What follows belongs to an exercise in optimizing a design on an open flow for a short achievable clock period and few clock cycles; a production flow would make more cautious choices.
Where RTL was checked, it was by simulation tests only, not by an equivalence proof against the original.
Power figures rest on the tool's default switching activity, not on a simulated workload.

## v6
Design CPU, start of the top module:
module CPU(reset, clk, imem_addr, imem_data, dmem_addr, dmem_wdata, dmem_we, dmem_rdata);
    input reset, clk;
    output [31:0] imem_addr;
    input  [31:0] imem_data;
    output [31:0] dmem_addr, dmem_wdata;
    output dmem_we;
    input  [31:0] dmem_rdata;
    integer i;
    reg  [31:0] pc;
    reg  [15:0] btb_v;
    reg  [5:0]  btb_tag [0:15];
    reg  [29:0] btb_tgt [0:15];
    reg  [1:0]  btb_ctr [0:15];
    reg         d_v;
    reg  [31:0] d_ir;
    reg  [31:0] d_pc4;
    reg  [9:0]  d_pcl;       
    reg         d_pt;        
    reg  [29:0] d_ptgt;      
    reg         d_hit;
    reg  [1:0]  d_ctr;
    reg  [31:0] x_a, x_b, x_sd;
    reg         x_sa_d, x_sa_m, x_sa_w;    
    reg         x_sb_d, x_sb_m, x_sb_w;
    reg         x_ss_d, x_ss_m, x_ss_w;    
    reg  [4:0]  x_rd;
    reg         x_ld, x_lb, x_st;
    reg         x_sub, x_uns;
    reg  [3:0]  x_tt;
    reg         x_radd, x_rlog, x_rslt, x_rshl, x_rshr, x_sra;
    reg  [4:0]  x_sh;
    reg         x_beq, x_bne, x_blez, x_bgtz, x_bltz, x_bgez, x_jmp, x_jr;
    reg         x_pt, x_mpt, x_sk;
  ...
Size in the first run: roughly 8,600 cells after synthesis, ~2,100 flip-flops, roughly 160 I/O pins.
export LEC_CHECK = 0
export CAP_MARGIN = 30
export CORE_MARGIN = 2
export CORE_UTILIZATION = 40
export SETUP_SLACK_MARGIN = 5
export SLEW_MARGIN = 30
create_clock -name core_clock -period 10.0 [get_ports {clk}]
run.sh (not shown) runs the stock make flow with config.mk's settings and CLKGATE_MAP_FILE= SYNTH_SCRIPT=/design/flow/synth_recipe.tcl, a recipe that flattens the netlist after the stock synthesis.
Testbench counts of v6, summed over its fixed seeds: cycles 367,798.
--- input diff v6..v7 ---
diff --git a/flow/design.v b/flow/design.v
--- a/flow/design.v
+++ b/flow/design.v
@@ -133,25 +133,25 @@
     wire [33:0] sum34 = {1'b0, ea, 1'b1} + {1'b0, ebx, x_sub};
     wire [31:0] sum = sum34[32:1];
     wire        cout = sum34[33];
     wire        lt = x_uns ? !cout : ((ea[31] ^ eb[31]) ? ea[31] : sum[31]);
     wire [31:0] logic_r;
     genvar g;
     generate
         for (g = 0; g < 32; g = g + 1) begin : lu
             assign logic_r[g] = x_tt[{ea[g], eb[g]}];
         end
     endgenerate
     wire [31:0] shl = eb << x_sh;
-    wire [31:0] shr = (eb >> x_sh) | ({32{x_sra & eb[31]}} & ~(32'hffffffff >> x_sh));
+    wire [31:0] shr = $signed({x_sra & eb[31], eb}) >>> x_sh;
     wire [31:0] res = ({32{x_radd}} & sum) | ({32{x_rlog}} & logic_r) |
                       ({32{x_rshl}} & shl) | ({32{x_rshr}} & shr) |
                       {31'd0, x_rslt & lt};
     wire a_neg  = ea[31];
     wire a_zero = (ea == 32'd0);
     wire eq     = (ea == eb);
     wire taken  = (x_beq && eq) || (x_bne && !eq) || (x_blez && (a_neg || a_zero)) ||
                   (x_bgtz && !a_neg && !a_zero) || (x_bltz && a_neg) || (x_bgez && !a_neg) || x_jmp;
     wire skip_ok  = x_sk && !d_pt;           
     wire redirect = x_jr || (taken ? (x_mpt && !skip_ok) : x_pt);
     wire kill_d   = redirect || (taken && skip_ok);
     wire [31:0] redirect_pc = x_jr ? ea : taken ? x_tgt : x_pc4;
--- outcome ---
v7: flow completed, timing, DRC and antenna clean. v6 has completed all stages; timing, DRC and antenna checks passed. For v6, the endpoint of the most critical setup path was x_b[10], unlike v7, where it was x_b[9]. The delay of the slowest cell on the worst path reported for v7 is smaller than that of v6 by 0.04 ns. Between v7 and v6, the difference in global routing usage on met3 is negligible. v7 vs v6 — final critical-path share of the clock period dropped 3.0 points. Changes observed in v7 relative to v6: post-route minimum period decreased 0.30 ns; total leakage power decreased about 0.9%; aggregate routed wire length decreased about 2.3%; global-route usage decreased 0.63 points; register-to-register path setup slack increased 0.30 ns. First-iteration DRC count (v7 vs. v6) increases slightly. On growth of design area from synthesis to finish, v6 tracks v7 almost exactly. v7 vs v6: cell area after synthesis down slightly. Between v6 and v7, the sequential cell count does not differ in any meaningful way. Cell area | v7 vs v6 | v7 smaller. Diff v6 -> v7 | post-CTS repair timing setup buffer count | increase of 10.
No functional check of the RTL was part of v7.

==> static timing again, ports no longer ideal <==
The flow's constraints put no driver on any port. The routed layouts listed below were extracted and timed again, unchanged, in two steps. Step 1, drivers: a clkbuf_16 drives clk and a buf_2 each remaining input, both assumed. Step 2 also shifts input and output timing later by t, the mid clock arrival at the registers, as if the neighbouring blocks saw the same clock. Three values: ideal, step 1, step 2; two values: the first two.
| run | shift t [ns] | slack for setup (ns) | clock arrival spread, ns | slew at the worst register clock pin (ns) | worst slew at a driven data input, ns |
|---|---|---|---|---|---|
| v6 | 0.990 | 4.530 / 4.530 / 4.530 | 0.115 / 0.116 | 0.08 / 0.08 | 0.16 |
| v7 | 0.972 | 4.829 / 4.829 / 4.829 | 0.117 / 0.117 | 0.07 / 0.07 | 0.05 |
After both steps setup and hold are still met in every run listed.
